Context: an optimization exercise on an open-source flow, tuned for small area, a short achievable clock period and few clock cycles. The choices shown serve that exercise and are no tape-out recipe. Where RTL was checked, it was by simulation tests only, not by an equivalence proof against the original. The RTL of runs 1 to 4 was laid out without a check of its function. Power and IR drop assume default switching activity.

File: design.v
module demosaic(clk, reset, in_en, data_in, wr_r, addr_r, wdata_r, rdata_r, wr_g, addr_g, wdata_g, rdata_g, wr_b, addr_b, wdata_b, rdata_b, done);
input clk;
input reset;
input in_en;
input [7:0] data_in;
output reg wr_r;
output reg [13:0] addr_r;
output reg [7:0] wdata_r;
input [7:0] rdata_r;
output reg wr_g;
output reg [13:0] addr_g;
output reg [7:0] wdata_g;
input [7:0] rdata_g;
output reg wr_b;
output reg [13:0] addr_b;
output reg [7:0] wdata_b;
input [7:0] rdata_b;
output reg done;
reg        in_en_q;
reg [7:0]  din_q;
reg [13:0] lcnt;       
reg        ld_done;    
always @(posedge clk) din_q <= data_in;
always @(posedge clk or posedge reset) begin
    if (reset) begin
        in_en_q <= 1'b0;
        lcnt    <= 14'd0;
        ld_done <= 1'b0;
    end else begin
        in_en_q <= in_en;
        if (in_en_q) begin
            lcnt <= lcnt + 14'd1;
            if (&lcnt) ld_done <= 1'b1;
        end
    end
end
wire busy_g = in_en_q & ~(lcnt[7] ^ lcnt[0]);
wire busy_r = in_en_q & ~lcnt[7] &  lcnt[0];
wire busy_b = in_en_q &  lcnt[7] & ~lcnt[0];
reg  [5:0] g_yh;       
reg  [6:0] g_x;        
reg  [6:0] g_xm;       
reg  [6:0] g_s;        
reg        g_wait, g_fin;
reg  [7:0] g_cur0, g_cur1, g_cur2, g_cur3;
reg  [7:0] g_m10, g_m11, g_m12, g_m13;
reg  [7:0] g_m20, g_m21, g_m22, g_m23;
reg  [8:0] g_s1, g_s2;
reg        g_rv;
reg  [1:0] g_ri;
wire g_go = ~g_fin & ~g_wait & ~busy_g;
wire g_rd = |g_s[3:0];
wire g_wv = g_go & ~g_rd & (g_x[6:1] != 6'd0);
wire [1:0] g_roff = {g_s[2] | g_s[3] | (g_s[5] & ~g_x[0]) | g_s[6],
                     g_s[1] | g_s[3] | (g_s[4] & ~g_x[0]) | (g_s[5] & g_x[0]) | (g_s[6] & ~g_x[0])};
wire [5:0] g_rrow = g_yh + {4'd0, g_roff};
wire [13:0] g_addr = {g_rrow, g_x[0], (g_rd ? g_x : g_xm)};
wire [9:0] g_sum = g_s1 + g_s2;
wire ge = ~g_x[0];
wire [7:0] g_c_sel  = ({8{g_s[3] & g_x[0]}} & g_cur0) | ({8{(g_s[3] & ge) | (g_s[4] & g_x[0])}} & g_cur1) |
                      ({8{(g_s[4] & ge) | (g_s[5] & g_x[0])}} & g_cur2) | ({8{g_s[5] & ge}} & g_cur3);
wire [7:0] g_m2_sel = ({8{g_s[3] & g_x[0]}} & g_m20) | ({8{(g_s[3] & ge) | (g_s[4] & g_x[0])}} & g_m21) |
                      ({8{(g_s[4] & ge) | (g_s[5] & g_x[0])}} & g_m22) | ({8{g_s[5] & ge}} & g_m23);
wire [7:0] g_m1a = ({8{g_s[3]}} & g_m10) | ({8{g_s[4]}} & g_m11) | ({8{g_s[5]}} & g_m12);
wire [7:0] g_m1b = ({8{g_s[3]}} & g_m11) | ({8{g_s[4]}} & g_m12) | ({8{g_s[5]}} & g_m13);
always @(posedge clk) begin
    if (g_rv) begin
        case (g_ri)
            2'd0: g_cur0 <= rdata_g;
            2'd1: g_cur1 <= rdata_g;
            2'd2: g_cur2 <= rdata_g;
            default: g_cur3 <= rdata_g;
        endcase
    end
    if (g_go & g_s[6]) begin
        g_m10 <= g_cur0; g_m11 <= g_cur1; g_m12 <= g_cur2; g_m13 <= g_cur3;
        g_m20 <= g_m10;  g_m21 <= g_m11;  g_m22 <= g_m12;  g_m23 <= g_m13;
    end
    if (g_go & (g_s[3] | g_s[4] | g_s[5])) begin
        g_s1 <= g_c_sel + g_m2_sel;
        g_s2 <= g_m1a + g_m1b;
    end
end
always @(posedge clk or posedge reset) begin
    if (reset) begin
        g_yh   <= 6'd0;
        g_x    <= 7'd0;
        g_xm   <= 7'd127;
        g_s    <= 7'd1;
        g_wait <= 1'b1;
        g_fin  <= 1'b0;
        g_rv   <= 1'b0;
        g_ri   <= 2'd0;
    end else begin
        g_rv <= g_go & g_rd;
        g_ri <= {g_s[2] | g_s[3], g_s[1] | g_s[3]};
        if (g_wait & (ld_done | ({1'b0, lcnt[13:8]} >= {1'b0, g_yh} + 7'd4)))
            g_wait <= 1'b0;
        if (g_go) begin
            g_s <= {g_s[5:0], g_s[6]};
            if (g_s[6]) begin
                g_x  <= g_x + 7'd1;
                g_xm <= g_x;
                if (&g_x) begin
                    g_yh   <= g_yh + 6'd3;
                    g_wait <= 1'b1;
                    if (g_yh == 6'd60) g_fin <= 1'b1;
                end
            end
        end
    end
end
wire        r_wv, b_wv, r_fin, b_fin;
wire [13:0] r_addr, b_addr;
wire [7:0]  r_wdata, b_wdata;
demosaic_rb #(.P(1'b1)) u_r (
    .clk(clk), .reset(reset), .busy(busy_r), .ld_done(ld_done), .lrow(lcnt[13:7]),
    .rdata(rdata_r), .wv(r_wv), .addr(r_addr), .wdata(r_wdata), .fin(r_fin));
demosaic_rb #(.P(1'b0)) u_b (
    .clk(clk), .reset(reset), .busy(busy_b), .ld_done(ld_done), .lrow(lcnt[13:7]),
    .rdata(rdata_b), .wv(b_wv), .addr(b_addr), .wdata(b_wdata), .fin(b_fin));
always @(posedge clk) begin
    addr_g  <= busy_g ? lcnt  : g_addr;
    wdata_g <= busy_g ? din_q : g_sum[9:2];
    addr_r  <= busy_r ? lcnt  : r_addr;
    wdata_r <= busy_r ? din_q : r_wdata;
    addr_b  <= busy_b ? lcnt  : b_addr;
    wdata_b <= busy_b ? din_q : b_wdata;
end
always @(posedge clk or posedge reset) begin
    if (reset) begin
        wr_g <= 1'b0;
        wr_r <= 1'b0;
        wr_b <= 1'b0;
        done <= 1'b0;
    end else begin
        wr_g <= busy_g | g_wv;
        wr_r <= busy_r | r_wv;
        wr_b <= busy_b | b_wv;
        done <= ld_done & g_fin & r_fin & b_fin;
    end
end
endmodule
module demosaic_rb #(parameter P = 1'b1) (
    input             clk,
    input             reset,
    input             busy,
    input             ld_done,
    input      [6:0]  lrow,
    input      [7:0]  rdata,
    output            wv,
    output     [13:0] addr,
    output     [7:0]  wdata,
    output reg        fin
);
reg [5:0] ti, ti1;     
reg [5:0] xi, xp;      
reg       x64;         
reg [4:0] s;           
reg       wt;
reg [7:0] a, b, hp;
reg [8:0] vc, vp;
reg       rv, ri;
wire go = ~fin & ~wt & ~busy;
wire [7:0] hs = P ? b : a;
wire [6:0] row_m1 = P ? {ti, 1'b0}  : {ti, 1'b1};
wire [6:0] row_t  = P ? {ti, 1'b1}  : {ti1, 1'b0};
wire [6:0] row_p1 = P ? {ti1, 1'b0} : {ti1, 1'b1};
wire [6:0] row_h  = P ? row_p1 : row_m1;
wire [6:0] col_x  = {xi, P};
wire [6:0] col_x1 = P ? {xi, 1'b0} : {xp, 1'b1};
wire [6:0] col_x2 = P ? {xp, 1'b1} : {xp, 1'b0};
wire xi_lo = (xi == 6'd0) & ~x64;
wire hd_ok = ~xi_lo & ~x64;                                    
wire v_ok  = P ? hd_ok : (x64 | (xi[5:1] != 5'd0));           
reg [6:0] arow, acol;
reg       wok;
reg [7:0] wd;
wire [8:0] hsum = hp + hs;
wire [9:0] dsum = vp + vc;
always @(*) begin
    arow = ({7{s[0]}} & row_m1) | ({7{s[1]}} & row_p1) | ({7{s[2] | s[4]}} & row_t) | ({7{s[3]}} & row_h);
    acol = ({7{s[0] | s[1]}} & col_x) | ({7{s[2]}} & col_x2) | ({7{s[3] | s[4]}} & col_x1);
    wok  = (s[2] & v_ok) | ((s[3] | s[4]) & hd_ok);
    wd   = ({8{s[2]}} & vp[8:1]) | ({8{s[3]}} & hsum[8:1]) | ({8{s[4]}} & dsum[9:2]);
end
assign addr  = {arow, acol};
assign wdata = wd;
assign wv    = go & wok;
always @(posedge clk) begin
    if (rv) begin
        if (ri) b <= rdata;
        else    a <= rdata;
    end
    if (go & s[3]) vc <= a + b;
    if (go & s[4]) begin
        vp <= vc;
        hp <= hs;
    end
end
always @(posedge clk or posedge reset) begin
    if (reset) begin
        ti  <= 6'd0;
        ti1 <= 6'd1;
        xi  <= 6'd0;
        xp  <= 6'd63;
        x64 <= 1'b0;
        s   <= 5'd1;
        wt  <= 1'b1;
        fin <= 1'b0;
        rv  <= 1'b0;
        ri  <= 1'b0;
    end else begin
        rv <= go & (s[0] | s[1]);
        ri <= s[1];
        if (wt & (ld_done | ({1'b0, lrow[6:1]} >= {1'b0, ti} + 7'd2)))
            wt <= 1'b0;
        if (go) begin
            s <= {s[3:0], s[4]};
            if (s[4]) begin
                if (x64) begin
                    xi  <= 6'd0;
                    xp  <= 6'd63;
                    x64 <= 1'b0;
                    ti  <= ti1;
                    ti1 <= ti1 + 6'd1;
                    wt  <= 1'b1;
                    if (ti == 6'd62) fin <= 1'b1;
                end else begin
                    xi  <= xi + 6'd1;
                    xp  <= xi;
                    x64 <= &xi;
                end
            end
        end
    end
end
endmodule
File: run.sh
#!/bin/bash
# synth_recipe.tcl (not shown) runs the flow's synth.tcl, then flattens the netlist and writes it again
# the make line also repeats each setting of config.mk as NAME=value (left out here)
make -C /OpenROAD-flow-scripts/flow DESIGN_CONFIG=/design/flow/config.mk WORK_HOME=/design/flow/orfs CLKGATE_MAP_FILE= SYNTH_SCRIPT=/design/flow/synth_recipe.tcl finish
File: config.mk
export PLATFORM = sky130hd
export DESIGN_NAME = demosaic
export DESIGN_NICKNAME = demosaic
export VERILOG_FILES = /design/flow/design.v
export SDC_FILE = /design/flow/constraint.sdc
export NUM_CORES = 4
export LEC_CHECK = 0
export CAP_MARGIN = 20
export CORE_MARGIN = 2
export CORE_UTILIZATION = 40
export SETUP_SLACK_MARGIN = 2.5
export SLEW_MARGIN = 20
File: constraint.sdc
create_clock -name core_clock -period 5.0 [get_ports {clk}]
set_input_delay 1.0000 -clock core_clock [delete_from_list [all_inputs] [get_ports {clk}]]
set_output_delay 1.0000 -clock core_clock [all_outputs]
set_load 0.01 [all_outputs]
==> results of run 1 <==
-- worst max-delay path by stage --
stage | depth (start not counted) | endpoint | slack [ns]
final | 11 | g_s1[6] | 2.14
after detailed placement | 10 | g_s1[7] | 1.34
after global routing | 11 | g_s1[6] | 2.03
after CTS | 10 | g_s1[7] | 2.15
after global placement | 10 | g_s1[7] | 1.53
after floorplan | 12 | g_s1[7] | 2.15
-- critical path, cell delays in order (launching register included) --
cell and delay (ns):
dfrtp_2 0.45, mux2_4 0.34, buf_6 0.12, a222oi_1 0.32, nand2_1 0.11, ha_2 0.21
fa_2 0.36, a21o_1 0.17, a21oi_2 0.15, o21bai_1 0.12, a21oi_2 0.17, xnor2_1 0.08
-- repair_timing --
action | 4_1_cts | 5_1_grt
pin swaps | 20 | 11
hold buffers | 0 | 0
buffers inserted | 28 | 4
resized for setup | 45 | 22
setup endpoints to repair | 99 | 105
-- metal layers --
layer,up-vias,wire length [um],track usage [%]
li1,5592,-,-
met1,5711,18100,24.6
met2,284,19100,29.2
met3,59,1810,2.56
met4,0,1130,6.63
met5,-,0,0
-- logic make-up after synthesis --
logic type | after synthesis
AOI/OAI and AO/OA | 282
xor gates and xnor gates | 90
adders and majority gates | 109
buffers and inverters | 115
DFF | 392
muxes | 32
and+or+nand+nor | 442
-- synth_stat cells (7+ instances only) --
| cell | number |
|---|---|
| fa_1 | 7 |
| a221oi_1 | 26 |
| dfstp_2 | 27 |
| mux2_2 | 21 |
| nand4_1 | 11 |
| nor3_1 | 17 |
| xor2_1 | 30 |
| clkbuf_1 | 40 |
| inv_1 | 57 |
| buf_1 | 9 |
| a21oi_1 | 67 |
| nor2_1 | 137 |
| dfxtp_1 | 74 |
| xnor2_1 | 59 |
| a222oi_1 | 37 |
| and3_1 | 7 |
| a31oi_1 | 11 |
| dfrtp_1 | 93 |
| nand2b_1 | 10 |
| mux2i_1 | 11 |
| o21ai_0 | 54 |
| a21o_1 | 24 |
| nor2b_1 | 14 |
| ha_1 | 102 |
| nand3_1 | 27 |
| or3_1 | 11 |
| edfxtp_1 | 198 |
| nand2_1 | 166 |
| a211oi_1 | 9 |
| o21a_1 | 12 |
-- sequential cells by signal, indices dropped and copies added, names as in the netlist, 9 cells and up --
| signal | cells |
|---|---|
| addr_b | 14 |
| addr_g | 14 |
| addr_r | 14 |
| lcnt | 14 |
| g_s1 | 9 |
| g_s2 | 9 |
| u_b.vc | 9 |
| u_b.vp | 9 |
| u_r.vc | 9 |
| u_r.vp | 9 |
-- cell usage in the layout, fill, tap and decap left out, types with 52 or more instances in the layout --
cell type,instances
clkdlybuf4s50_1,85
edfxtp_1,198
nand2_1,166
o21ai_0,52
a21oi_1,61
ha_1,97
inv_1,55
dfrtp_1,89
xnor2_1,59
nor2_1,131
dfxtp_1,74
-- area by class of cell --
| class | instances | area, um2 |
|---|---|---|
| fillers | 3830 | 22000 |
| flip-flops and latches | 392 | 10500 |
| multi-input cells | 955 | 6760 |
| repair buffers | 143 | 1360 |
| clock buffers | 58 | 1190 |
| well taps | 585 | 732 |
| clock inverters | 22 | 285 |
| inverters | 60 | 236 |
-- power by group --
| part | total [mW] | internal, mW | switching, mW | leakage, nW |
|---|---|---|---|---|
| logic | 0.536 | 0.256 | 0.280 | 4.16 |
| clock network | 3.26 | 1.95 | 1.31 | 0.715 |
| registers | 3.61 | 3.49 | 0.119 | 3.90 |
| total | 7.40 | 5.70 | 1.71 | 8.77 |
-- metrics by stage --
stage	utilization (%)	power, mW	hold slack (ns)
after global placement	44.5	4.23	0.429
after CTS	48.6	7.50	0.442
final	48.8	7.40	0.443
after global routing	48.8	7.67	0.453
after detailed placement	44.5	4.24	0.433
after floorplan	-	3.89	0.392
==> metrics.csv, run 1 <==
metric,value,unit
DRT Pass-1 Iters,7,
nets,1739,
largest family of logic cells by synthesized area,simple AND/OR/NAND/NOR gates,
asr flop ratio synth,30.6,%
CTS sink cnt,392,
die area,45400,um2
top post-synthesis cells by area,"edfxtp_1, dfrtp_1, dfxtp_1",
Synth top area share,34.0,%
post-synthesis mux area share,1.98,%
R2R Setup Slk,2.14,ns
Slew HR,39.0,%
Synth Instances,1462,
Place WS,1.34,ns
placed insts,2103,
Hold Path End,g_m10[5],
"EDFF count, synth",198,
Post-Syn Area,17500,um2
global route overflow,0,
clock buffer count from CTS,43,
Clock transition at path regs,0.06,ns
HP Start,g_cur0[5],
r2r endpoint,g_s1[6],
CTS tree,yes,
crit end category,flop,
#FFs+latches synth,392,
Final Hold Viols,0,
CP Class,reg -> reg,
"Design Area, Final",21000,um2
Initial Util,40.6,%
Cell Pwr Density,352,nW/um2
core area,43100,um2
DRT antenna net count,0,
RR Startpoint,g_x[0],
synthesized area per cell,12.0,um2
initial DRC count,1044,
"Primary FF master, synth",edfxtp_1,
Simple-Gate Fraction of Synth Area,11.6,%
Fmax achieved,349,MHz
# rows,76,
status,finished clean,
layout cells sized above 1,13.1,%
Synth Area in XOR/XNOR,4.55,%
die height,213,um
hpwl dp,27800,um
Ports,105,
post-DR wirelength/cell,18.2,um
min cycle time layout,2.86,ns
largest net degree at the start of global routing,121,
required time of the worst setup path,5.33,ns
vias in the first global route,11500,
via density per instance,5.26,
Peak VDD IR,284,uV
syn_nets,1606,
Ys Warns,3,
placed standard-cell area,19200,um2
via count,11600,
first-pass GRT wire length,63200,um
Max Root-Sink Buffers,3,
All-Layer GR Usage,18.0,%
path depth of the worst reg2reg path,11,
crit-path max FO,5,
number of distinct library cells after synthesis,77,
Port-buffer cells,104,
RD Place Congestion,0.832,
leakage,8.77,nW
Area Growth Syn to Fin,20.3,%
Non-Filler Instances,2215,
CP Launch Point,g_x[0],
final count of negative-setup-slack endpoints,0,
RSZ-0062 raised after global routing,true,
Worst Tran Pin Value,0.913,ns
min-delay worst type,reg -> reg,
Worst-Skew Late Latency,0.58,ns
PnR worst setup slack,2.14,ns
Worst EP arrival,3.20,ns
n_diodes,0,
clock skew,0.0257,ns
H-tree Lvls,2,
most area-hungry cell type in the Yosys netlist,edfxtp_1,
CTS root buf,clkbuf_16,
Die W,213,um
sequential share of the synthesized area,59.8,%
Worst Setup Start Kind,flop,
adder-cell share of the synthesized area,8.10,%
drt total wl,40200,um
Hold Path Stages,0,
initial antenna violation count,0,
Synth Area in Compound Gates,11.4,%
fin crit share,57.2,%
Max-cap violations,0,
Sum Neg Setup Slack,0,ns
Pins Over Slew Limit,0,
DRC,0,
==> run 2: changes to the inputs <==
--- a/config.mk
+++ b/config.mk
@@ -6,4 +6,5 @@
 export NUM_CORES = 4
 export LEC_CHECK = 0
+export ABC_CLOCK_PERIOD_IN_PS = 2500
 export CAP_MARGIN = 20
 export CORE_MARGIN = 2
==> run 2 against run 1 <==
Against the previous run:
- register-to-register slack about the same
- maximum frequency unchanged
- total power unchanged
- non-clock buffer count unchanged
- global-route usage is the same
- synthesized area stayed put
- critical endpoint unchanged
- largest power group unchanged
==> metrics.csv, run 2 <==
metric,value,unit,change
Die W,213,um,unchanged
"Primary FF master, synth",edfxtp_1,,
PnR worst setup slack,2.14,ns,unchanged
CTS sink cnt,392,,unchanged
Cell Pwr Density,352,nW/um2,unchanged
asr flop ratio synth,30.6,%,unchanged
via count,11600,,unchanged
Slew HR,39.0,%,unchanged
Sequential Area,10500,um2,unchanged
Place WS,1.34,ns,unchanged
vias in the first global route,11500,,unchanged
status,finished clean,,
DRT antenna net count,0,,unchanged
Sum Neg Setup Slack,0,ns,unchanged
global route overflow,0,,unchanged
CTS tree,yes,,
clock buffer count from CTS,43,,unchanged
Fmax achieved,349,MHz,unchanged
crit-path max FO,5,,unchanged
Synth top area share,34.0,%,unchanged
Worst Tran Pin Value,0.913,ns,unchanged
final count of negative-setup-slack endpoints,0,,unchanged
required time of the worst setup path,5.33,ns,about the same
Worst EP arrival,3.20,ns,about the same
most area-hungry cell type in the Yosys netlist,edfxtp_1,,
CTS root buf,clkbuf_16,,
CTS Hold Bufs,0,,unchanged
Non-Filler Instances,2215,,unchanged
most common cell in the synthesized netlist,edfxtp_1,,
RSZ-0062 raised after global routing,true,,
synthesized area per cell,12.0,um2,unchanged
die area,45400,um2,unchanged
area of the multi-input gates,6760,um2,unchanged
die height,213,um,unchanged
crit end category,flop,,
drt total wl,40200,um,unchanged
"EDFF count, synth",198,,unchanged
DRC,0,,unchanged
placed standard-cell area,19200,um2,unchanged
Max Root-Sink Buffers,3,,unchanged
All-Layer GR Usage,18.0,%,unchanged
nets,1739,,unchanged
RR Startpoint,g_x[0],,
# rows,76,,unchanged
initial DRC count,1044,,unchanged
n_diodes,0,,unchanged
min-delay worst type,reg -> reg,,
Max-cap violations,0,,unchanged
H-tree Lvls,2,,unchanged
Synth top cells by count,"edfxtp_1, nand2_1, nor2_1",,
total power,7.40,mW,unchanged
initial antenna violation count,0,,unchanged
clock skew,0.0257,ns,unchanged
Final Hold Viols,0,,unchanged
syn_nets,1606,,unchanged
Synth Instances,1462,,unchanged
number of distinct library cells after synthesis,77,,unchanged
Post-Syn Area,17500,um2,unchanged
first-pass GRT wire length,63200,um,unchanged
DRT Pass-1 Iters,7,,unchanged
Initial Util,40.6,%,unchanged
post-DR wirelength/cell,18.2,um,unchanged
worst hold margin,0.443,ns,unchanged
# fillers,3830,,unchanged
HP Start,g_cur0[5],,
Peak VDD IR,284,uV,unchanged
#FFs+latches synth,392,,unchanged
Ports,105,,unchanged
fin crit share,57.2,%,unchanged
hpwl dp,27800,um,unchanged
layout cells sized above 1,13.1,%,unchanged
R2R Setup Slk,2.14,ns,about the same
sequential share of the synthesized area,59.8,%,unchanged
Ys Warns,3,,unchanged
RD Place Congestion,0.832,,unchanged
Clock transition at path regs,0.06,ns,about the same
r2r endpoint,g_s1[6],,
"commonest non-fill, non-tap cells in the layout","edfxtp_1, nand2_1, nor2_1",,
largest net degree at the start of global routing,121,,unchanged
min cycle time layout,2.86,ns,unchanged
Port-buffer cells,104,,unchanged
Area Growth Syn to Fin,20.3,%,unchanged
via density per instance,5.26,,unchanged
Worst-Skew Late Latency,0.58,ns,about the same
Hold Path Stages,0,,unchanged
leakage,8.77,nW,unchanged
"commonest non-fill, non-tap cell in the layout",edfxtp_1,,
path depth of the worst reg2reg path,11,,unchanged
post-layout util,48.8,%,unchanged
top post-synthesis cells by area,"edfxtp_1, dfrtp_1, dfxtp_1",,
"Design Area, Final",21000,um2,unchanged
Hold Path End,g_m10[5],,
CP Class,reg -> reg,,
Worst Setup Start Kind,flop,,
placed insts,2103,,unchanged
core area,43100,um2,unchanged
Pins Over Slew Limit,0,,unchanged
run 2: worst max-delay path by stage:
stage          startpoint       to  slack [ns]  cells past startpoint
2_1_floorplan      g_x[0]  g_s1[7]        2.15                     12
3_3_place_gp       g_s[5]  g_s1[7]        1.53                     10
3_5_place_dp       g_s[5]  g_s1[7]        1.34                     10
4_1_cts            g_x[0]  g_s1[7]        2.15                     10
5_1_grt            g_x[0]  g_s1[6]        2.03                     11
6_report           g_x[0]  g_s1[6]        2.14                     11
run 2: area by class of cell:
type                       count  area share [%]
sequential                   392            49.8
multi-input combinational    955            32.1
timing repair buffer         143            6.45
clock buffer                  58            5.67
tap                          585            3.48
clock inverter                22            1.36
inverter                      60            1.12
run 2: cells by family (layout without fill, tap and decap cells):
family                   after synthesis  after routing  share of synthesized area [%]
AO/OA/AOI/OAI                        282            282                           11.4
multiplexers                          32             32                           1.98
AND/OR/NAND/NOR                      442            442                           11.6
buffers and inverters                115            283                           2.53
flip-flops                           392            392                           59.8
adder cells (fa/ha/maj)              109            109                           8.10
XOR/XNOR                              90             90                           4.55
run 2: timing repair:
item | 4_1_cts | 5_1_grt
hold endpoints to repair | 0 | 0
buffers inserted | 28 | 4
resized for setup | 45 | 22
pin swaps | 20 | 11
setup endpoints to repair | 99 | 105
run 2: worst max-delay path, cell delays in order, from the launching register on:
cell	delay [ns]
dfrtp_2	0.45
mux2_4	0.34
buf_6	0.12
a222oi_1	0.32
nand2_1	0.11
ha_2	0.21
fa_2	0.36
a21o_1	0.17
a21oi_2	0.15
o21bai_1	0.12
a21oi_2	0.17
xnor2_1	0.08
run 2: per-layer routing:
layer | share of wire, % | vias up | track usage (%)
li1 | - | 5592 | -
met1 | 45 | 5711 | 24.6
met2 | 48 | 284 | 29.2
met3 | 4.5 | 59 | 2.56
met4 | 2.8 | 0 | 6.63
met5 | 0 | - | 0
run 2: report_power, final:
group	internal, mW	total (mW)	switching (mW)
combinational	0.256	0.536	0.280
sequential	3.49	3.61	0.119
clock	1.95	3.26	1.31
total	5.70	7.40	1.71
==> run 3: changes to the inputs <==
--- a/design.v
+++ b/design.v
@@ -57,11 +57,13 @@
 wire [13:0] g_addr = {g_rrow, g_x[0], (g_rd ? g_x : g_xm)};
 wire [9:0] g_sum = g_s1 + g_s2;
+reg  [3:0] g_selc;
+reg  [2:0] g_selm;
+wire [7:0] g_c_sel  = ({8{g_selc[0]}} & g_cur0) | ({8{g_selc[1]}} & g_cur1) |
+                      ({8{g_selc[2]}} & g_cur2) | ({8{g_selc[3]}} & g_cur3);
+wire [7:0] g_m2_sel = ({8{g_selc[0]}} & g_m20) | ({8{g_selc[1]}} & g_m21) |
+                      ({8{g_selc[2]}} & g_m22) | ({8{g_selc[3]}} & g_m23);
+wire [7:0] g_m1a = ({8{g_selm[0]}} & g_m10) | ({8{g_selm[1]}} & g_m11) | ({8{g_selm[2]}} & g_m12);
+wire [7:0] g_m1b = ({8{g_selm[0]}} & g_m11) | ({8{g_selm[1]}} & g_m12) | ({8{g_selm[2]}} & g_m13);
 wire ge = ~g_x[0];
-wire [7:0] g_c_sel  = ({8{g_s[3] & g_x[0]}} & g_cur0) | ({8{(g_s[3] & ge) | (g_s[4] & g_x[0])}} & g_cur1) |
-                      ({8{(g_s[4] & ge) | (g_s[5] & g_x[0])}} & g_cur2) | ({8{g_s[5] & ge}} & g_cur3);
-wire [7:0] g_m2_sel = ({8{g_s[3] & g_x[0]}} & g_m20) | ({8{(g_s[3] & ge) | (g_s[4] & g_x[0])}} & g_m21) |
-                      ({8{(g_s[4] & ge) | (g_s[5] & g_x[0])}} & g_m22) | ({8{g_s[5] & ge}} & g_m23);
-wire [7:0] g_m1a = ({8{g_s[3]}} & g_m10) | ({8{g_s[4]}} & g_m11) | ({8{g_s[5]}} & g_m12);
-wire [7:0] g_m1b = ({8{g_s[3]}} & g_m11) | ({8{g_s[4]}} & g_m12) | ({8{g_s[5]}} & g_m13);
 always @(posedge clk) begin
     if (g_rv) begin
@@ -77,5 +79,5 @@
         g_m20 <= g_m10;  g_m21 <= g_m11;  g_m22 <= g_m12;  g_m23 <= g_m13;
     end
-    if (g_go & (g_s[3] | g_s[4] | g_s[5])) begin
+    if (g_go & (|g_selm)) begin
         g_s1 <= g_c_sel + g_m2_sel;
         g_s2 <= g_m1a + g_m1b;
@@ -92,4 +94,6 @@
         g_rv   <= 1'b0;
         g_ri   <= 2'd0;
+        g_selc <= 4'd0;
+        g_selm <= 3'd0;
     end else begin
         g_rv <= g_go & g_rd;
@@ -99,4 +103,7 @@
         if (g_go) begin
             g_s <= {g_s[5:0], g_s[6]};
+            g_selc <= {g_s[4] & ge, (g_s[3] & ge) | (g_s[4] & g_x[0]),
+                       (g_s[2] & ge) | (g_s[3] & g_x[0]), g_s[2] & g_x[0]};
+            g_selm <= g_s[4:2];
             if (g_s[6]) begin
                 g_x  <= g_x + 7'd1;
--- a/config.mk
+++ b/config.mk
@@ -6,8 +6,7 @@
 export NUM_CORES = 4
 export LEC_CHECK = 0
-export ABC_CLOCK_PERIOD_IN_PS = 2500
 export CAP_MARGIN = 20
 export CORE_MARGIN = 2
 export CORE_UTILIZATION = 40
-export SETUP_SLACK_MARGIN = 2.5
+export SETUP_SLACK_MARGIN = 3.0
 export SLEW_MARGIN = 20
==> run 3 against run 2 <==
Against the previous run:
- cell area rose by 5.8%
- first-iteration DRC count fell by 15%
- final cell count rose by 2.7%
- still clean
- largest cell class unchanged
- sequential cell count rose by 4
- critical endpoint is now g_s2[7]
- sequential power rose by 1%
==> metrics.csv, run 3 <==
metric,value,unit,change
status,finished clean,,
leakage,9.27,nW,+5.7%
Switching Share,22.2,%,-0.87 points
# fillers,3743,,-2.3%
register share of total power,47.7,%,-1.1 points
Sum Neg Setup Slack,0,ns,unchanged
Pins Over Slew Limit,0,,unchanged
Synth top area share,33.8,%,-0.18 points
DRC,0,,unchanged
asr flop ratio synth,31.3,%,+0.70 points
synthesized area per cell,11.9,um2,-0.63%
Ports,105,,unchanged
required time of the worst setup path,5.30,ns,-0.03 ns
first-pass GRT wire length,65700,um,+4.0%
Final Hold Viols,0,,unchanged
area of the multi-input gates,7310,um2,+8.2%
"EDFF count, synth",198,,unchanged
sequential share of the synthesized area,60.1,%,+0.26 points
crit-path max FO,4,,-1
worst hold margin,0.441,ns,-0.00258 ns
number of distinct library cells after synthesis,70,,-9.1%
CTS root buf,clkbuf_16,,
clock buffer count from CTS,43,,unchanged
n_diodes,0,,unchanged
placed standard-cell area,19300,um2,+0.65%
largest net degree at the start of global routing,62,,-49%
DRT antenna net count,0,,unchanged
Max-cap violations,0,,unchanged
top post-synthesis cells by area,"edfxtp_1, dfrtp_1, dfxtp_1",,
"delay-heaviest family, CP",compound AO/OA/AOI/OAI gates,,
Max Root-Sink Buffers,3,,unchanged
Clock transition at path regs,0.06,ns,about the same
Initial Util,40.6,%,about the same
total power,7.69,mW,+3.8%
Worst Tran Pin Value,0.913,ns,+0.0000697 ns
#FFs+latches synth,396,,+1.0%
via density per instance,5.28,,+0.51%
# rows,76,,unchanged
"commonest non-fill, non-tap cells in the layout","edfxtp_1, nand2_1, nor2_1",,
global route overflow,0,,unchanged
CTS sink cnt,396,,+1.0%
Post-Syn Area,17600,um2,+0.52%
most common cell in the synthesized netlist,edfxtp_1,,
"Primary FF master, synth",edfxtp_1,,
vias in the first global route,12100,,+5.1%
final count of negative-setup-slack endpoints,0,,unchanged
post-DR wirelength/cell,18.4,um,+1.2%
RSZ-0062 raised after global routing,true,,
Synth Instances,1479,,+1.2%
"commonest non-fill, non-tap cell in the layout",edfxtp_1,,
CP max stage delay,0.52,ns,+0.07 ns
die area,45600,um2,+0.51%
Worst EP arrival,2.83,ns,-0.37 ns
most area-hungry cell type in the Yosys netlist,edfxtp_1,,
Slew HR,38.9,%,-0.10 points
drt total wl,41800,um,+3.9%
crit end category,flop,,
Worst Setup Start Kind,flop,,
Ys Warns,3,,unchanged
Fmax achieved,395,MHz,+13%
power share of the combinational group,8.3,%,+1.1 points
Sequential Area,10600,um2,+1.6%
RD Place Congestion,0.835,,+0.28%
"Design Area, Final",22300,um2,+5.8%
CP cell instances,a222oi_1 -> inv_1 -> ha_4 -> a21o_1 -> a21oi_2 -> nor2b_1 -> o21a_1 -> o41ai_2 -> xnor2_1,,
Clk pwr share,44.0,%,about the same
syn_nets,1623,,+1.1%
Cell Pwr Density,345,nW/um2,-1.9%
nets,1799,,+3.5%
initial antenna violation count,0,,unchanged
DRT Pass-1 Iters,5,,-2
layout cells sized above 1,27.5,%,+14 points
Peak VDD IR,208,uV,-27%
clock skew,0.0143,ns,-0.0114 ns
min-delay worst type,reg -> reg,,
NetSw,1.70,mW,-0.13%
Synth top cells by count,"edfxtp_1, nand2_1, nor2_1",,
CP Class,reg -> reg,,
initial DRC count,887,,-15%
H-tree Lvls,2,,unchanged
All-Layer GR Usage,18.7,%,+0.69 points
die height,214,um,+0.26%
Worst Path Buf+Inv,1,,unchanged
Crit-path slowest cell,dfrtp_4,,
Die W,214,um,+0.26%
min cycle time layout,2.53,ns,-0.332 ns
hpwl dp,27700,um,-0.34%
Area Growth Syn to Fin,26.6,%,
Worst-Skew Late Latency,0.56,ns,-0.02 ns
core area,43300,um2,+0.44%
via count,12000,,+3.2%
CTS tree,yes,,
internal power,5.98,mW,+5.0%
Port-buffer cells,104,,unchanged
post-layout util,51.4,%,+2.6 points
fin crit share,50.6,%,-6.6 points
-- run 3: timing repair --
action | CTS | global route
setup endpoints to repair | 331 | 186
buffers inserted | 49 | 22
hold buffers | 0 | 0
resized for setup | 432 | 116
gates cloned | 4 | 0
pin swaps | 33 | 56
-- run 3: area by class of cell --
type                    instances  area share (%)
repair buffers                187            7.98
clock inverters                12           0.748
inverters                      58            1.10
clock buffers                  67            6.24
well taps                     585            3.29
multi-input cells             969            32.8
flip-flops and latches        396            47.8
-- run 3: stage by stage --
| stage | worst slack, ns | instances |
|---|---|---|
| after CTS | 2.54 | 2251 |
| after global placement | 2.25 | 2119 |
| final | 2.47 | 2274 |
| after floorplan | 2.50 | 1479 |
| after global routing | 2.35 | 2274 |
| after detailed placement | 2.17 | 2119 |
-- run 3: logic make-up (layout without fill, tap and decap cells) --
| logic type | Yosys count | count (layout) | share of synthesized area [%] |
|---|---|---|---|
| simple gates | 438 | 439 | 11.4 |
| flops | 396 | 396 | 60.1 |
| compound gates | 301 | 301 | 11.6 |
| buf+inv | 115 | 324 | 2.51 |
| fa+ha+maj | 109 | 109 | 8.06 |
| xor+xnor | 91 | 91 | 4.53 |
| mux | 29 | 29 | 1.77 |
-- run 3: power by group through the flow --
stage               clock [mW]  sequential [mW]  combinational, mW
finish                    3.38             3.66              0.637
global route              3.60             3.68              0.691
CTS                       3.46             3.65              0.587
detailed placement           0             3.70              0.560
global placement             0             3.70              0.560
floorplan                    0             3.69              0.225
-- run 3: path summary, 6_finish.rpt --
kind	startpoint	end	slack [ns]	cells past startpoint
max	g_s[5]	g_s2[7]	2.47	9
min	u_r.s[1]	u_r.ri	0.44	0
max reg2reg	g_s[5]	g_s2[7]	2.47	9
min reg2reg	u_r.s[1]	u_r.ri	0.44	0
max in group asynchronous	reset	u_r.xp[4]	3.35	4
min in group asynchronous	reset	g_ri[1]	0.79	2
-- run 3: layer usage --
layer	GRT usage, %	share of wire [%]	vias to the layer above
met5	0	0	-
met4	7.78	3.8	0
met3	2.78	5.3	86
met2	31.0	48	343
met1	24.6	43	5854
li1	-	-	5734
==> run 4: changes to the inputs <==
--- a/config.mk
+++ b/config.mk
@@ -8,5 +8,5 @@
 export CAP_MARGIN = 20
 export CORE_MARGIN = 2
-export CORE_UTILIZATION = 40
-export SETUP_SLACK_MARGIN = 3.0
+export CORE_UTILIZATION = 55
+export SETUP_SLACK_MARGIN = 3.3
 export SLEW_MARGIN = 20
==> run 4 against run 3 <==
Against the previous run:
- maximum frequency is 0.27% higher
- sequential cell count unchanged
- die area fell by 27%
- global-route usage grew 7.2 points
- critical path type unchanged
- clock skew grew 0.0028 ns
- synthesized area unchanged
- cell area rose by 7.1%
- critical path depth unchanged
- hold slack gained 0.0038 ns
- non-clock buffer count is 115 higher
- sequential share of layout area down 3.2 points
==> metrics.csv, run 4 <==
metric,value,unit,change
status,finished clean,,
largest net degree at the start of global routing,83,,+34%
CTS tree,yes,,
initial DRC count,1080,,+22%
drt total wl,45300,um,+8.4%
RD Place Congestion,0.814,,-2.5%
most common cell in the synthesized netlist,edfxtp_1,,
CTS sink cnt,396,,unchanged
Peak VDD IR,296,uV,+42%
CTS Hold Bufs,0,,unchanged
All-Layer GR Usage,25.9,%,+7.2 points
#FFs+latches synth,396,,unchanged
DRT antenna net count,0,,unchanged
"commonest non-fill, non-tap cells in the layout","edfxtp_1, nand2_1, nor2_1",,
Worst-Skew Late Latency,0.55,ns,about the same
H-tree Lvls,2,,unchanged
Area Growth Syn to Fin,35.5,%,
die area,33400,um2,-27%
Max-cap violations,0,,unchanged
Synth Instances,1479,,unchanged
PnR worst setup slack,2.48,ns,+0.00676 ns
crit end category,flop,,
clock buffer count from CTS,41,,-4.7%
post-DR wirelength/cell,20.5,um,+11%
"Primary FF master, synth",edfxtp_1,,
Ys Warns,3,,unchanged
via count,12800,,+6.9%
asr flop ratio synth,31.3,%,unchanged
Die W,183,um,-14%
CP cell instances,a222oi_1 -> inv_1 -> ha_1 -> a21o_1 -> a21oi_2 -> nor2b_1 -> o21a_1 -> o41ai_2 -> xnor2_1,,
CP max stage delay,0.53,ns,about the same
Synth top area share,33.8,%,unchanged
CTS root buf,clkbuf_16,,
number of distinct library cells after synthesis,70,,unchanged
Clock transition at path regs,0.06,ns,about the same
layout cells sized above 1,36.9,%,+9.5 points
# rows,65,,-14%
n_diodes,0,,unchanged
core area,31600,um2,-27%
via density per instance,5.81,,+9.9%
Initial Util,55.7,%,+15 points
Final Hold Viols,0,,unchanged
syn_nets,1623,,unchanged
min-delay worst type,reg -> reg,,
final count of negative-setup-slack endpoints,0,,unchanged
synthesized area per cell,11.9,um2,unchanged
Max Root-Sink Buffers,3,,unchanged
Fmax achieved,396,MHz,+0.27%
Slew HR,33.9,%,-4.9 points
Pins Over Slew Limit,0,,unchanged
hpwl dp,25900,um,-6.7%
sequential share of the synthesized area,60.1,%,unchanged
total power,7.34,mW,-4.6%
Place WS,1.99,ns,-0.183 ns
required time of the worst setup path,5.29,ns,about the same
DRT Pass-1 Iters,5,,unchanged
Worst EP arrival,2.81,ns,-0.02 ns
Post-Syn Area,17600,um2,unchanged
die height,183,um,-14%
fin crit share,50.5,%,-0.14 points
RSZ-0062 raised after global routing,true,,
Worst Tran Pin Value,0.989,ns,+0.0756 ns
Synth top cells by count,"edfxtp_1, nand2_1, nor2_1",,
clock skew,0.0171,ns,+0.00283 ns
top post-synthesis cells by area,"edfxtp_1, dfrtp_1, dfxtp_1",,
initial antenna violation count,0,,unchanged
"commonest non-fill, non-tap cell in the layout",edfxtp_1,,
leakage,10.0,nW,+8.3%
global route overflow,0,,unchanged
most area-hungry cell type in the Yosys netlist,edfxtp_1,,
Ports,105,,unchanged
Port-buffer cells,104,,unchanged
first-pass GRT wire length,67600,um,+2.8%
Cell Pwr Density,308,nW/um2,-11%
vias in the first global route,12400,,+2.7%
post-layout util,75.5,%,+24 points
min cycle time layout,2.52,ns,-0.00676 ns
Crit-path slowest cell,dfrtp_4,,
DRC,0,,unchanged
"EDFF count, synth",198,,unchanged
nets,1923,,+6.9%
CP Class,reg -> reg,,
Worst Setup Start Kind,flop,,
crit-path max FO,7,,+3
Sum Neg Setup Slack,0,ns,unchanged
[run 4: cell counts after synthesis]
Identical to the previous run, type by type.
[run 4: timing repair]
action | CTS | global route
cloned | 12 | 13
gates resized for setup | 495 | 205
pin swaps | 113 | 104
buffers inserted | 114 | 63
setup endpoints to repair | 470 | 307
[run 4: cell type report]
type	count	area (um2)
clock inverters	14	76.3
multi-input cells	973	8040
flip-flops and latches	396	10600
inverters	58	269
repair buffers	302	3020
well taps	402	503
clock buffers	61	1240
fillers	2053	7720
repair inverters	7	63.8
[run 4: report_power, final]
group	internal (mW)	total (mW)	switching, mW
sequential	3.53	3.65	0.112
combinational	0.348	0.718	0.370
clock	1.72	2.97	1.25
[run 4: stage by stage]
step	area [um2]	cells	hold WS (ns)
floorplan	18000	1479	0.392
global placement	19300	1936	0.428
detailed placement	19300	1936	0.432
CTS	22200	2137	0.445
global route	23800	2213	0.451
finish	23800	2213	0.444
[run 4: critical path, delay by kind of cell (launching register included)]
kind                       cells  cell delay (ns)
AOI/OAI and AO/OA              5             1.19
xor gates and xnor gates       1             0.10
adders and majority gates      1             0.29
buffers and inverters          1             0.09
DFF                            1             0.53
and+or+nand+nor                1             0.07
[run 4: kinds of logic after synthesis]
logic type | share of synthesized area, %
AOI/OAI and AO/OA | 11.6
xor gates and xnor gates | 4.53
adders and majority gates | 8.06
buffers and inverters | 2.51
DFF | 60.1
muxes | 1.77
and+or+nand+nor | 11.4
[run 4: routing by layer]
metal	wire, um	global-route usage (%)
met5	0	0
met4	1410	8.00
met3	2310	3.34
met2	22800	44.6
met1	18800	34.6
[run 4: worst paths after layout]
path,startpoint,to,slack [ns],cells after the start
worst max-delay path,g_s[4],g_s2[7],2.48,9
worst min-delay path,g_cur1[4],g_m11[4],0.44,0
worst max register to register,g_s[4],g_s2[7],2.48,9
worst min register to register,g_cur1[4],g_m11[4],0.44,0
max in group asynchronous,reset,g_s[3],3.39,3
min in group asynchronous,reset,lcnt[13],1.10,2
==> run 5: changes to the inputs <==
--- a/design.v
+++ b/design.v
@@ -51,12 +51,12 @@
 wire g_go = ~g_fin & ~g_wait & ~busy_g;
 wire g_rd = |g_s[3:0];
+wire g_g6 = g_go & g_s[6];
 wire g_wv = g_go & ~g_rd & (g_x[6:1] != 6'd0);
-wire [1:0] g_roff = {g_s[2] | g_s[3] | (g_s[5] & ~g_x[0]) | g_s[6],
-                     g_s[1] | g_s[3] | (g_s[4] & ~g_x[0]) | (g_s[5] & g_x[0]) | (g_s[6] & ~g_x[0])};
+reg  [1:0] g_roff;     
 wire [5:0] g_rrow = g_yh + {4'd0, g_roff};
 wire [13:0] g_addr = {g_rrow, g_x[0], (g_rd ? g_x : g_xm)};
 wire [9:0] g_sum = g_s1 + g_s2;
 reg  [3:0] g_selc;
-reg  [2:0] g_selm;
+reg  [2:0] g_selm;     
 wire [7:0] g_c_sel  = ({8{g_selc[0]}} & g_cur0) | ({8{g_selc[1]}} & g_cur1) |
                       ({8{g_selc[2]}} & g_cur2) | ({8{g_selc[3]}} & g_cur3);
@@ -67,4 +67,11 @@
 wire ge = ~g_x[0];
 always @(posedge clk) begin
+    g_ri <= {g_s[2] | g_s[3], g_s[1] | g_s[3]};
+    if (g_go) begin
+        g_selc <= {g_s[4] & ge, (g_s[3] & ge) | (g_s[4] & g_x[0]),
+                   (g_s[2] & ge) | (g_s[3] & g_x[0]), g_s[2] & g_x[0]};
+        g_selm <= g_s[4:2];
+    end
+    if (g_g6) g_xm <= g_x;
     if (g_rv) begin
         case (g_ri)
@@ -79,5 +86,5 @@
         g_m20 <= g_m10;  g_m21 <= g_m11;  g_m22 <= g_m12;  g_m23 <= g_m13;
     end
-    if (g_go & (|g_selm)) begin
+    if (g_go & (g_s[3] | g_s[4] | g_s[5])) begin
         g_s1 <= g_c_sel + g_m2_sel;
         g_s2 <= g_m1a + g_m1b;
@@ -88,25 +95,19 @@
         g_yh   <= 6'd0;
         g_x    <= 7'd0;
-        g_xm   <= 7'd127;
         g_s    <= 7'd1;
         g_wait <= 1'b1;
         g_fin  <= 1'b0;
         g_rv   <= 1'b0;
-        g_ri   <= 2'd0;
-        g_selc <= 4'd0;
-        g_selm <= 3'd0;
+        g_roff <= 2'd0;
     end else begin
         g_rv <= g_go & g_rd;
-        g_ri <= {g_s[2] | g_s[3], g_s[1] | g_s[3]};
         if (g_wait & (ld_done | ({1'b0, lcnt[13:8]} >= {1'b0, g_yh} + 7'd4)))
             g_wait <= 1'b0;
         if (g_go) begin
             g_s <= {g_s[5:0], g_s[6]};
-            g_selc <= {g_s[4] & ge, (g_s[3] & ge) | (g_s[4] & g_x[0]),
-                       (g_s[2] & ge) | (g_s[3] & g_x[0]), g_s[2] & g_x[0]};
-            g_selm <= g_s[4:2];
+            g_roff <= {g_s[1] | g_s[2] | (g_s[4] & ge) | g_s[5],
+                       g_s[0] | g_s[2] | (g_s[3] & ge) | (g_s[4] & g_x[0]) | (g_s[5] & ge)};
             if (g_s[6]) begin
                 g_x  <= g_x + 7'd1;
-                g_xm <= g_x;
                 if (&g_x) begin
                     g_yh   <= g_yh + 6'd3;
@@ -196,4 +197,6 @@
 assign wv    = go & wok;
 always @(posedge clk) begin
+    ri <= s[1];
+    if (go & s[4] & ~x64) xp <= xi;
     if (rv) begin
         if (ri) b <= rdata;
@@ -211,5 +214,4 @@
         ti1 <= 6'd1;
         xi  <= 6'd0;
-        xp  <= 6'd63;
         x64 <= 1'b0;
         s   <= 5'd1;
@@ -217,8 +219,6 @@
         fin <= 1'b0;
         rv  <= 1'b0;
-        ri  <= 1'b0;
     end else begin
         rv <= go & (s[0] | s[1]);
-        ri <= s[1];
         if (wt & (ld_done | ({1'b0, lrow[6:1]} >= {1'b0, ti} + 7'd2)))
             wt <= 1'b0;
@@ -228,5 +228,4 @@
                 if (x64) begin
                     xi  <= 6'd0;
-                    xp  <= 6'd63;
                     x64 <= 1'b0;
                     ti  <= ti1;
@@ -236,5 +235,4 @@
                 end else begin
                     xi  <= xi + 6'd1;
-                    xp  <= xi;
                     x64 <= &xi;
                 end
--- a/config.mk
+++ b/config.mk
@@ -8,5 +8,5 @@
 export CAP_MARGIN = 20
 export CORE_MARGIN = 2
-export CORE_UTILIZATION = 55
+export CORE_UTILIZATION = 40
 export SETUP_SLACK_MARGIN = 3.3
 export SLEW_MARGIN = 20
==> run 5 against run 4 <==
Against the previous run:
- still clean on timing, DRC and antenna
- non-clock buffer count is 10 higher
- critical path depth rose by 1
- maximum frequency increased by 0.19%
- utilization fell by 19 points
- combinational power up 130%
- die area increased by 37%
- sequential share of layout area is 0.50 points lower
- clock-buffer cell count is 4 higher
- via count fell by 1.3%
- largest cell class unchanged
- largest power group unchanged
==> metrics.csv, run 5 <==
metric,value,unit,change
crit end category,flop,,
core area,43300,um2,+37%
placed standard-cell area,19600,um2,+1.7%
Port-buffer cells,104,,unchanged
Cell Pwr Density,352,nW/um2,+14%
drt total wl,47600,um,+5.2%
register share of total power,44.2,%,-5.5 points
clock buffer count from CTS,44,,+7.3%
hpwl dp,29000,um,+12%
# rows,76,,+17%
layout cells sized above 1,38.4,%,+1.5 points
Clock transition at path regs,0.06,ns,about the same
most area-hungry cell type in the Yosys netlist,edfxtp_1,,
final count of negative-setup-slack endpoints,0,,unchanged
Post-Syn Area,17600,um2,about the same
nets,1881,,-2.2%
CTS tree,yes,,
min-delay worst type,reg -> reg,,
initial antenna violation count,0,,unchanged
Die W,214,um,+17%
CTS Hold Bufs,0,,unchanged
NetSw,2.31,mW,+34%
Synth top area share,38.3,%,+4.5 points
All-Layer GR Usage,20.1,%,-5.8 points
Slew HR,35.2,%,+1.3 points
sequential share of the synthesized area,61.3,%,+1.2 points
#FFs+latches synth,401,,+1.3%
"Design Area, Final",24600,um2,+3.3%
Worst-Skew Late Latency,0.58,ns,+0.03 ns
post-DR wirelength/cell,20.2,um,-1.3%
Synth top cells by count,"edfxtp_1, nand2_1, ha_1, nor2_1, dfrtp_1",,
CTS root buf,clkbuf_16,,
status,finished clean,,
number of distinct library cells after synthesis,66,,-5.7%
internal power,6.34,mW,+13%
DRT Pass-1 Iters,7,,+2
fin crit share,50.4,%,-0.094 points
"commonest non-fill, non-tap cells in the layout","edfxtp_1, buf_6, nand2_1",,
asr flop ratio synth,24.7,%,-6.6 points
top post-synthesis cells by area,"edfxtp_1, dfrtp_1, dfxtp_1",,
Clk pwr share,36.6,%,-3.9 points
power share of the combinational group,19.2,%,+9.4 points
Crit-path slowest cell,edfxtp_1,,
global route overflow,0,,unchanged
Synth Instances,1425,,-3.7%
Initial Util,40.6,%,-15 points
Area Growth Syn to Fin,40.1,%,
"commonest non-fill, non-tap cell in the layout",edfxtp_1,,
# fillers,3402,,+66%
min cycle time layout,2.52,ns,-0.00469 ns
required time of the worst setup path,5.33,ns,+0.04 ns
Switching Share,26.7,%,+3.2 points
via density per instance,5.38,,-7.3%
CTS sink cnt,401,,+1.3%
"Primary FF master, synth",edfxtp_1,,
DRC,0,,unchanged
Pins Over Slew Limit,0,,unchanged
clock skew,0.0245,ns,+0.00737 ns
RSZ-0062 raised after global routing,true,,
leakage,10.0,nW,-0.11%
Ys Warns,3,,unchanged
Max-cap violations,0,,unchanged
die height,214,um,+17%
first-pass GRT wire length,70000,um,+3.6%
most common cell in the synthesized netlist,edfxtp_1,,
via count,12700,,-1.3%
Max Root-Sink Buffers,3,,unchanged
Worst Tran Pin Value,0.968,ns,-0.0212 ns
largest net degree at the start of global routing,44,,-47%
CP Class,reg -> reg,,
vias in the first global route,12500,,+0.53%
Final Hold Viols,0,,unchanged
RD Place Congestion,0.820,,+0.75%
die area,45600,um2,+37%
DRT antenna net count,0,,unchanged
CP max stage delay,0.47,ns,-0.06 ns
CP cell instances,a222oi_1 -> buf_4 -> inv_4 -> ha_4 -> a21o_1 -> a21oi_2 -> nor2b_1 -> o21a_1 -> o41ai_2 -> xnor2_1,,
Worst EP arrival,2.85,ns,+0.04 ns
H-tree Lvls,2,,unchanged
syn_nets,1569,,-3.3%
Fmax achieved,397,MHz,+0.19%
Sum Neg Setup Slack,0,ns,unchanged
Peak VDD IR,263,uV,-11%
Worst Setup Start Kind,flop,,
initial DRC count,967,,-10%
Ports,105,,unchanged
crit-path max FO,3,,-4
n_diodes,0,,unchanged
synthesized area per cell,12.3,um2,+3.8%
"EDFF count, synth",224,,+13%
==> run 5: worst max-delay path: cells and delay by family, from the launching register on <==
family          cells  cell delay, ns
compound gates      5            1.17
xor+xnor            1            0.10
fa+ha+maj           1            0.22
buf+inv             2            0.24
flops               1            0.47
simple gates        1            0.06
==> run 5: layer usage <==
| metal | vias up | global-route usage [%] | wire length [um] |
|---|---|---|---|
| li1 | 5934 | - | - |
| met1 | 6249 | 27.5 | 20600 |
| met2 | 410 | 32.2 | 22600 |
| met3 | 90 | 3.94 | 3170 |
| met4 | 0 | 6.68 | 1240 |
| met5 | - | 0 | 0 |
==> run 5: area by class of cell <==
cell class              instances  area, um2  share of cell area [%]
flip-flops and latches        401      10900                    44.1
inverters                      57        234                   0.950
repair inverters                1       5.00                  0.0203
clock inverters                17        124                   0.503
repair buffers                312       3370                    13.7
well taps                     585        732                    2.97
clock buffers                  65       1280                    5.20
multi-input cells             920       8020                    32.6
==> run 5: kinds of logic (layout without fill, tap and decap cells) <==
group | after synthesis | count (layout) | synth area share (%)
DFF | 401 | 401 | 61.3
and+or+nand+nor | 397 | 403 | 10.6
AOI/OAI and AO/OA | 290 | 293 | 11.4
buffers and inverters | 113 | 452 | 2.53
adders and majority gates | 109 | 109 | 8.06
xor gates and xnor gates | 90 | 90 | 4.53
muxes | 25 | 25 | 1.53
==> run 5: stage by stage <==
stage	hold slack, ns	std cells	utilization [%]	worst slack (ns)	power, mW
global placement	0.415	2063	45.3	2.30	4.94
floorplan	0.386	1425	-	0.649	4.55
finish	0.444	2358	56.9	2.48	8.66
global route	0.466	2358	56.9	2.37	8.98
detailed placement	0.423	2063	45.3	2.22	4.95
CTS	0.449	2296	53.6	2.55	8.48
==> run 5: repair_timing <==
item                                   in CTS  in global routing
endpoints found under the hold margin       0                  0
buffers inserted                          133                 53
resized for setup                         571                214
cloned                                     18                  9
pin swaps                                  96                110
setup endpoints to repair                 466                453
==> run 5: power groups by stage <==
stage	Clock, mW	Combinational (mW)	Sequential [mW]
2_1_floorplan	0	0.751	3.80
3_3_place_gp	0	1.03	3.91
3_5_place_dp	0	1.04	3.91
4_1_cts	3.22	1.46	3.79
5_1_grt	3.37	1.78	3.83
6_report	3.17	1.67	3.82
==> run 5: final timing paths <==
path / from / endpoint / slack (ns) / cells after the start
worst min register to register: u_b.s[1] / u_b.ri / 0.44 / 0
worst max register to register: g_selm[0] / g_s2[7] / 2.48 / 10
min in group asynchronous: reset / g_s[5] / 1.02 / 2
worst min-delay path: u_b.s[1] / u_b.ri / 0.44 / 0
max in group asynchronous: reset / u_r.s[0] / 3.39 / 3
worst max-delay path: g_selm[0] / g_s2[7] / 2.48 / 10
Testbench counts of run 5, summed over its fixed seeds: cycles 330,408.
==> run 6: changes to the inputs <==
--- a/config.mk
+++ b/config.mk
@@ -9,4 +9,4 @@
 export CORE_MARGIN = 2
 export CORE_UTILIZATION = 40
-export SETUP_SLACK_MARGIN = 3.3
+export SETUP_SLACK_MARGIN = 3.0
 export SLEW_MARGIN = 20
==> run 6 against run 5 <==
Against the previous run:
- highest routed layer unchanged
- setup slack worse by 0.016 ns
- total power down 0.21%
- still clean
- largest cell class unchanged
- final cell count down 4.7%
- hold slack worse by 0.011 ns
- utilization down 5.0 points
- register-to-register slack worse by 0.02 ns
- sequential cell count unchanged
- critical path type unchanged
- maximum frequency down 0.63%
- clock skew down 0.015 ns
- global-route usage down 1.2 points
- via count down 5.7%
==> metrics.csv, run 6 <==
metric,value,unit,change
status,finished clean,,
Peak VDD IR,270,uV,+2.4%
Synth top area share,38.3,%,unchanged
r2r endpoint,g_s2[7],,
Fmax achieved,395,MHz,-0.63%
crit end category,flop,,
path depth of the worst reg2reg path,9,,-1
vias in the first global route,11800,,-5.1%
placed standard-cell area,19300,um2,-1.3%
final count of negative-setup-slack endpoints,0,,unchanged
via count,12000,,-5.7%
Area Growth Syn to Fin,27.7,%,
crit path to,g_s2[7],,
CP cell instances,buf_6 -> buf_4 -> a222oi_1 -> inv_1 -> ha_1 -> nor2b_1 -> o21a_1 -> o41ai_2 -> xnor2_1,,
#FFs+latches synth,401,,unchanged
synthesized area per cell,12.3,um2,unchanged
R2R Setup Slk,2.47,ns,-0.02 ns
fin crit share,50.7,%,+0.32 points
Ys Warns,3,,unchanged
RSZ-0062 raised after global routing,true,,
clock skew,0.00998,ns,-0.0145 ns
nets,1769,,-6.0%
Slew HR,38.2,%,+3.0 points
"Primary FF master, synth",edfxtp_1,,
most common cell in the synthesized netlist,edfxtp_1,,
DRT antenna net count,0,,unchanged
worst hold margin,0.434,ns,-0.0107 ns
top post-synthesis cells by area,"edfxtp_1, dfrtp_1, dfxtp_1",,
hpwl dp,28200,um,-2.7%
CTS tree,yes,,
clock buffer count from CTS,44,,unchanged
Clock transition at path regs,0.06,ns,about the same
Die W,214,um,unchanged
H-tree Lvls,2,,unchanged
"commonest non-fill, non-tap cell in the layout",edfxtp_1,,
leakage,9.14,nW,-8.9%
Worst-Skew Late Latency,0.57,ns,about the same
sequential share of the synthesized area,61.3,%,unchanged
min-delay worst type,reg -> reg,,
placed insts,2065,,+0.097%
Pins Over Slew Limit,0,,unchanged
"commonest non-fill, non-tap cells in the layout","edfxtp_1, nand2_1, nor2_1",,
layout cells sized above 1,27.2,%,-11 points
largest net degree at the start of global routing,53,,+20%
crit-path max FO,5,,+2
die area,45600,um2,unchanged
core area,43300,um2,unchanged
Worst Path Buf+Inv,3,,+1
most area-hungry cell type in the Yosys netlist,edfxtp_1,,
asr flop ratio synth,24.7,%,unchanged
initial antenna violation count,0,,unchanged
initial DRC count,1058,,+9.4%
via density per instance,5.32,,-1.0%
Sum Neg Setup Slack,0,ns,unchanged
number of distinct library cells after synthesis,66,,unchanged
Max-cap violations,0,,unchanged
CP max stage delay,0.48,ns,about the same
Final Hold Viols,0,,unchanged
CTS Hold Bufs,0,,unchanged
"EDFF count, synth",224,,unchanged
Synth Instances,1425,,unchanged
# rows,76,,unchanged
drt total wl,43100,um,-9.4%
Crit-path slowest cell,edfxtp_1,,
Post-Syn Area,17600,um2,unchanged
total power,8.64,mW,-0.21%
Port-buffer cells,104,,unchanged
CTS sink cnt,401,,unchanged
Worst EP arrival,2.85,ns,about the same
"Design Area, Final",22400,um2,-8.9%
min cycle time layout,2.53,ns,+0.0159 ns
Cell Pwr Density,385,nW/um2,+9.5%
Non-Filler Instances,2246,,-4.7%
Ports,105,,unchanged
DRC,0,,unchanged
HP Start,u_b.s[1],,
CTS root buf,clkbuf_16,,
first-pass GRT wire length,66100,um,-5.5%
Worst Tran Pin Value,0.923,ns,-0.0448 ns
CP Class,reg -> reg,,
n_diodes,0,,unchanged
Synth top cells by count,"edfxtp_1, nand2_1, ha_1, nor2_1, dfrtp_1",,
die height,214,um,unchanged
WP depth,9,,-1
required time of the worst setup path,5.32,ns,about the same
"delay-heaviest family, CP",compound AO/OA/AOI/OAI gates,,
CP Launch Point,g_selm[1],,
DRT Pass-1 Iters,7,,unchanged
syn_nets,1569,,unchanged
All-Layer GR Usage,18.9,%,-1.2 points
global route overflow,0,,unchanged
post-DR wirelength/cell,19.2,um,-4.9%
RR Startpoint,g_selm[1],,
RD Place Congestion,0.818,,-0.20%
Worst Setup Start Kind,flop,,
Max Root-Sink Buffers,3,,unchanged
Initial Util,40.6,%,unchanged
## run 6: cell types whose count changed in the layout (fill, tap and decap cells not counted), moves of 20 or more
cell / previous run / this run
nand2_2: 30 / 9
nand2_1: 101 / 134
buf_6: 118 / 52
o21ai_0: 22 / 50
nor2_1: 77 / 97
## run 6: routing by layer
layer | track usage [%] | routed length, um | up-vias
li1 | - | - | 5672
met1 | 26.2 | 19600 | 5904
met2 | 30.0 | 20100 | 314
met3 | 3.44 | 2350 | 67
met4 | 6.47 | 1080 | 0
met5 | 0 | 0 | -
## run 6: power breakdown
group	internal, mW	switching (mW)	leakage, nW
clock	2.06	1.35	0.745
sequential	3.66	0.148	3.97
combinational	0.707	0.718	4.43
total	6.42	2.21	9.14
## run 6: metrics by stage
stage / utilization [%] / setup WS, ns
6_report: 51.9 / 2.47
3_5_place_dp: 44.7 / 1.98
3_3_place_gp: 44.7 / 2.11
5_1_grt: 51.9 / 2.34
4_1_cts: 50.4 / 2.55
2_1_floorplan: - / 0.649
## run 6: cell families (layout without fill, tap and decap cells)
logic type,count (synthesis),in the layout,share of synthesized area (%)
DFF,401,401,61.3
and+or+nand+nor,397,398,10.6
AOI/OAI and AO/OA,290,292,11.4
buffers and inverters,113,346,2.53
adders and majority gates,109,109,8.06
xor gates and xnor gates,90,90,4.53
muxes,25,25,1.53
## run 6: area by class of cell
class / instances / area, um2
flip-flops and latches: 401 / 10800
repair buffers: 207 / 1950
fillers: 3688 / 20800
well taps: 585 / 732
inverters: 57 / 230
clock inverters: 19 / 244
multi-input cells: 914 / 7150
clock buffers: 63 / 1280
## run 6: worst min-delay path by stage
stage,slack (ns),depth (start not counted),end
after floorplan,0.39,0,u_b.ri
after global routing,0.46,0,g_m12[5]
after CTS,0.44,0,u_b.ri
after detailed placement,0.42,0,u_b.ri
after global placement,0.41,0,u_b.ri
final,0.43,0,u_b.ri
## run 6: what timing repair did
action | in CTS | in global routing
setup endpoints to repair | 340 | 266
resized for setup | 433 | 92
setup buffers | 69 | 20
cloned | 5 | 4
pin swaps | 42 | 51
==> run 7: changes to the inputs <==
--- a/config.mk
+++ b/config.mk
@@ -9,4 +9,6 @@
 export CORE_MARGIN = 2
 export CORE_UTILIZATION = 40
+export CTS_BUF_LIST = sky130_fd_sc_hd__clkbuf_4 sky130_fd_sc_hd__clkbuf_8
+export CTS_CLUSTER_SIZE = 30
 export SETUP_SLACK_MARGIN = 3.0
 export SLEW_MARGIN = 20
==> run 7 against run 6 <==
Against the previous run:
- utilization decreased by 0.42 points
- still clean on timing, DRC and antenna
- combinational power decreased by 6%
- critical endpoint unchanged
- largest power group unchanged
- synthesized area unchanged
- sequential cell count unchanged
- clock skew increased by 0.014 ns
- global-route usage increased by 0.057 points
- non-clock buffer count decreased by 7
- cell area decreased by 0.81%
- clock power decreased by 5%
==> metrics.csv, run 7 <==
metric,value,unit,change
"Primary FF master, synth",edfxtp_1,,
CTS sink cnt,401,,unchanged
Max-cap violations,0,,unchanged
global route overflow,0,,unchanged
initial antenna violation count,0,,unchanged
Port-buffer cells,104,,unchanged
H-tree Lvls,3,,+1
CTS tree,yes,,
Ports,105,,unchanged
Worst EP arrival,2.93,ns,+0.08 ns
gr busiest metal,met2,,
met1 Usage GRT,25.9,%,-0.38 points
asr flop ratio synth,24.7,%,unchanged
syn_nets,1569,,unchanged
GR Layer Usage met2,30.3,%,+0.28 points
Hold Path End,u_b.ri,,
All-Layer GR Usage,19.0,%,+0.057 points
synthesized area per cell,12.3,um2,unchanged
Initial Util,40.6,%,unchanged
most area-hungry cell type in the Yosys netlist,edfxtp_1,,
most common cell in the synthesized netlist,edfxtp_1,,
Max Root-Sink Buffers,3,,unchanged
Post-Syn Area,17600,um2,unchanged
CTS root buf,clkbuf_8,,
path depth of the worst reg2reg path,9,,unchanged
Worst-Skew Late Latency,0.63,ns,+0.06 ns
"EDFF count, synth",224,,unchanged
crit-path max FO,5,,unchanged
leakage,9.14,nW,about the same
Clock transition at path regs,0.06,ns,about the same
# fillers,3742,,+1.5%
Sum Neg Setup Slack,0,ns,unchanged
die area,45600,um2,unchanged
final count of negative-setup-slack endpoints,0,,unchanged
Cell Pwr Density,377,nW/um2,-2.1%
Fmax achieved,392,MHz,-0.52%
top post-synthesis cells by area,"edfxtp_1, dfrtp_1, dfxtp_1",,
layout cells sized above 1,28.7,%,+1.6 points
Area Growth Syn to Fin,26.6,%,
n_diodes,0,,unchanged
Synth Instances,1425,,unchanged
CP Class,reg -> reg,,
R2R Setup Slk,2.45,ns,about the same
crit end category,flop,,
via density per instance,5.29,,-0.68%
clock skew,0.0240,ns,+0.0140 ns
#FFs+latches synth,401,,unchanged
Non-Filler Instances,2286,,+1.8%
die height,214,um,unchanged
placed insts,2065,,unchanged
# rows,76,,unchanged
DRT antenna net count,0,,unchanged
worst hold margin,0.436,ns,+0.00199 ns
Slew HR,37.2,%,-1.1 points
drt total wl,42800,um,-0.84%
Worst Setup Start Kind,flop,,
hpwl dp,28200,um,unchanged
DRT Pass-1 Iters,7,,unchanged
Pins Over Slew Limit,0,,unchanged
post-DR wirelength/cell,18.7,um,-2.6%
"commonest non-fill, non-tap cell in the layout",edfxtp_1,,
clock buffer count from CTS,70,,+59%
core area,43300,um2,unchanged
number of distinct library cells after synthesis,66,,unchanged
Synth top cells by count,"edfxtp_1, nand2_1, ha_1, nor2_1, dfrtp_1",,
met3 usage,3.93,%,+0.48 points
Die W,214,um,unchanged
Synth top area share,38.3,%,unchanged
min cycle time layout,2.55,ns,+0.0133 ns
Final Hold Viols,0,,unchanged
status,finished clean,,
sequential share of the synthesized area,61.3,%,unchanged
largest net degree at the start of global routing,53,,unchanged
nets,1788,,+1.1%
HP Start,u_b.s[1],,
RSZ-0062 raised after global routing,true,,
"commonest non-fill, non-tap cells in the layout","edfxtp_1, nand2_1, nor2_1",,
via count,12100,,+1.1%
RR Startpoint,g_selm[1],,
RD Place Congestion,0.818,,unchanged
initial DRC count,877,,-17%
first-pass GRT wire length,66300,um,+0.22%
min-delay worst type,reg -> reg,,
DRC,0,,unchanged
fin crit share,51.0,%,+0.27 points
CTS Hold Bufs,0,,unchanged
Peak VDD IR,253,uV,-6.1%
Hold Path Stages,0,,unchanged
Worst Tran Pin Value,0.939,ns,+0.0157 ns
r2r endpoint,g_s2[7],,
vias in the first global route,12000,,+1.2%
Ys Warns,3,,unchanged
post-layout util,51.4,%,-0.42 points
required time of the worst setup path,5.38,ns,+0.06 ns
==> run 7: cell counts after synthesis <==
No cell type changed its count.
==> run 7: kinds of logic (layout without fill, tap and decap cells) <==
family	after synthesis	in the layout	share of synthesized area, %
xor+xnor	90	90	4.53
fa+ha+maj	109	109	8.06
mux	25	25	1.53
flops	401	401	61.3
buf+inv	113	386	2.53
compound gates	290	292	11.4
simple gates	397	398	10.6
==> run 7: worst max-delay path by stage <==
stage                         start  cells after the start   endpoint  slack [ns]
after floorplan             lcnt[0]                      7    g_yh[5]        0.65
after global routing      g_selm[0]                     10    g_s2[7]        2.37
final                     g_selm[1]                      9    g_s2[7]        2.45
after CTS                 g_selm[0]                     10    g_s2[7]        2.55
after detailed placement    in_en_q                      7  u_r.ti[2]        1.98
after global placement      in_en_q                      7  u_r.ti[3]        2.11
==> run 7: what timing repair did <==
item	in CTS	in global routing
buffers inserted	64	21
endpoints found under the setup margin	342	259
resized for setup	421	87
pin swaps	40	56
gates cloned	4	2
==> run 7: layout make-up <==
| cell class | count | area, um2 | area share [%] |
|---|---|---|---|
| Clock inverter | 22 | 216 | 0.973 |
| Inverter | 57 | 230 | 1.03 |
| Sequential cell | 401 | 10800 | 48.7 |
| Multi-Input combinational cell | 914 | 7090 | 31.9 |
| Tap cell | 585 | 732 | 3.29 |
| Timing Repair Buffer | 200 | 1830 | 8.21 |
| Clock buffer | 107 | 1320 | 5.91 |
==> run 7: critical path, stage by stage (launching register included) <==
cell      delay, ns
edfxtp_1       0.48
buf_6          0.18
buf_4          0.13
a222oi_1       0.32
inv_1          0.12
ha_1           0.36
nor2b_1        0.16
o21a_1         0.20
o41ai_2        0.24
xnor2_1        0.10
==> run 7: metrics by stage <==
stage / area, um2 / worst slack (ns) / total power [mW]
2_1_floorplan: 17800 / 0.649 / 4.54
3_3_place_gp: 19300 / 2.11 / 4.94
3_5_place_dp: 19300 / 1.98 / 4.95
4_1_cts: 21700 / 2.55 / 8.38
5_1_grt: 22300 / 2.37 / 8.74
6_report: 22300 / 2.45 / 8.39
==> run 7: metal layers <==
layer	wire, um	part of all wire (%)	vias to the layer above
met3	2470	5.8	79
met2	20100	47	374
li1	-	-	5727
met1	19100	45	5907
met5	0	0	-
met4	1080	2.5	0
==> run 7: where the power goes <==
part           internal (mW)  switching, mW  total (mW)
combinational          0.650          0.681        1.33
clock                   1.89           1.36        3.25
sequential              3.66          0.148        3.81
total                   6.20           2.19        8.39

separate check: timing with driven ports:
How much do the figures lean on ideal ports? The routed layouts below were timed once more, with nothing changed but the port constraints.
Step 1 assumes that a clkbuf_16 drives the clock port and a buf_2 every other input.
Step 2 times the ports against the registers' clock, not the clock port: input delays grow and output delays shrink by t, the midpoint of the rising clock arrivals with the driver on.
a / b / c = no drivers / after step 1 / after step 2; a / b = the first two.
run	t (ns)	setup WS [ns]
run 1	0.615	2.138 / 2.138 / 2.138
run 2	0.615	2.138 / 2.138 / 2.138
run 3	0.610	2.470 / 2.470 / 2.470
run 4	0.593	2.476 / 2.476 / 2.476
run 5	0.625	2.481 / 2.481 / 2.481
run 6	0.623	2.465 / 2.465 / 2.465
run 7	0.669	2.452 / 2.452 / 2.452
After both steps setup and hold are still met in every run listed.
